Context: an optimization exercise on an open-source flow, tuned for small area and a short achievable clock period. The choices shown serve that exercise and are no tape-out recipe. The RTL was checked by simulation tests, not by an equivalence proof against the original design.

==> inputs of job 7166 <==
## div64_top
module div64_top (
  input          clk,
  input  [63:0]  a,
  input  [63:0]  b,
  output [63:0]  quotient,
  output [63:0]  remainder
);
  reg  [63:0] a_q;
  reg  [63:0] b_q;
  reg  [63:0] q_q;
  reg  [63:0] r_q;
  wire [63:0] q;
  wire [63:0] r;
  divider u_core (.a(a_q), .b(b_q), .quotient(q), .remainder(r));
  always @(posedge clk) begin
    a_q <= a;
    b_q <= b;
    q_q <= q;
    r_q <= r;
  end
  assign quotient  = q_q;
  assign remainder = r_q;
endmodule
clock: 350.0 ns
lec_check: 0
abc_area: 0
cap_margin: 50
core_margin: 2
core_utilization: 35
gpl_timing_driven: 0
slew_margin: 40
synth_hierarchical: 1
standard.sh (not shown) runs the stock make flow with config.mk's settings and CLKGATE_MAP_FILE= SYNTH_SCRIPT=/design/flow/synth_recipe.tcl, a recipe that flattens the netlist after the stock synthesis.
==> flow/flow/run.sh <==
#!/bin/bash
# Layout flow: the standard flow (standard.sh, its synthesis included)
# with these additions (the clock and the constraints stay the design's):
#  - after floorplanning, downsize.tcl sets logic cells that synthesis had
#    given a larger drive back to drive strength 1;
#  - ports are buffered with sky130_fd_sc_hd__buf_1;
#  - before detailed placement, repair.tcl runs the resizer's timing repair
#    with a setup margin.
# Every tool's output goes to a log file in this folder.
set -euo pipefail
W=$(pwd)
export POST_FLOORPLAN_TCL="$W/flow/downsize.tcl"
export BUFFER_PORTS_ARGS="-buffer_cell sky130_fd_sc_hd__buf_1"
export PRE_DETAIL_PLACE_TCL="$W/flow/repair.tcl"
export MY_SETUP_MARGIN=279.5
bash standard.sh > log_layout.txt 2>&1
==> flow/flow/downsize.tcl <==
# POST_FLOORPLAN_TCL: logic cells that synthesis gave a larger drive go back
# to drive strength 1 (same function); the timing repair after placement
# sizes up what the critical path needs.
set db [ord::get_db]
set block [[$db getChip] getBlock]
set n 0
foreach inst [$block getInsts] {
  set m [[$inst getMaster] getName]
  if { [regexp {^(sky130_fd_sc_hd__(a21oi|a22oi|a211oi|a221oi|a222oi|nor2|nor3|nor4|nand2|nand3|nand4|o21ai|o22ai|mux2|mux2i|xor2|xnor2|inv|and2|or2|a21o|o21a))_([0-9]+)$} $m -> base fn size] } {
    if { $size == 1 } { continue }
    set nm [$db findMaster ${base}_1]
    if { $nm != "NULL" && $nm != "" } {
      $inst swapMaster $nm
      incr n
    }
  }
}
puts "downsize: $n instances set to drive strength 1"
==> flow/flow/repair.tcl <==
# Sourced before detailed placement (PRE_DETAIL_PLACE_TCL): the resizer's
# timing repair on the placed design with a setup margin, so that it
# shortens the critical path although the clock period is met with room.
# Pin swapping and gate cloning are left out (they change the netlist's
# structure beyond sizing and buffering).
source $::env(PLATFORM_DIR)/setRC.tcl
if { [env_var_exists_and_non_empty DONT_USE_CELLS] } {
  set_dont_use $::env(DONT_USE_CELLS)
}
estimate_parasitics -placement
report_worst_slack
log_cmd repair_timing -setup -setup_margin $::env(MY_SETUP_MARGIN) -repair_tns 0 \
  -skip_gate_cloning -skip_pin_swap
estimate_parasitics -placement
report_worst_slack
report_design_area
==> job 7574 (differences from job 7166) <==
==> flow/flow/run.sh (replaced) <==
#!/bin/bash
# Layout flow: the standard flow (standard.sh, its synthesis included)
# with these additions (the clock and the constraints stay the design's):
#  - after floorplanning, downsize.tcl sets logic cells that synthesis had
#    given a larger drive back to drive strength 1;
#  - ports are buffered with sky130_fd_sc_hd__buf_1;
#  - from global routing on, the standard flow's own timing repair after
#    global routing runs with a setup margin (SETUP_SLACK_MARGIN), on the
#    worst path only, without pin swapping or gate cloning.
# Every tool's output goes to a log file in this folder.
set -euo pipefail
W=$(pwd)
export POST_FLOORPLAN_TCL="$W/flow/downsize.tcl"
export BUFFER_PORTS_ARGS="-buffer_cell sky130_fd_sc_hd__buf_1"
bash standard.sh cts > log_layout_1.txt 2>&1
export SETUP_SLACK_MARGIN=279.5
export TNS_END_PERCENT=0
export SKIP_PIN_SWAP=1
export SKIP_GATE_CLONING=1
bash standard.sh > log_layout_2.txt 2>&1
removed: flow/flow/repair.tcl
==> results.txt <==
- Against job 7166, the critical path depth of job 7574 is higher by 28.
- Of job 7574 and job 7166, job 7166 has the higher non-clock buffer count (gap 11).
- Against job 7166, the first-iteration DRC count of job 7574 is larger by about 2.3%.
- Of job 7574 and job 7166, job 7574 has the higher utilization (gap 0.33 points).

-- re-timing with driven ports --
In the flow no input, the clock included, has a driving cell. The finished layouts below were timed again as built, in two steps. Step 1 assumes that a clkbuf_16 drives the clock port and a buf_2 every other input. Step 2 also shifts input and output timing later by t, the mid clock arrival at the registers, as if the neighbouring blocks saw the same clock. a / b / c = ideal / step 1 / step 2; a / b = the first two.
run | t (ns) | setup WS [ns] | worst setup path after step 2
job 7166 | 0.847 | 271.207 / 271.207 / 271.207 | register to register
job 7574 | 0.849 | 269.439 / 269.439 / 269.439 | register to register
After both steps setup and hold are still met in every run listed.
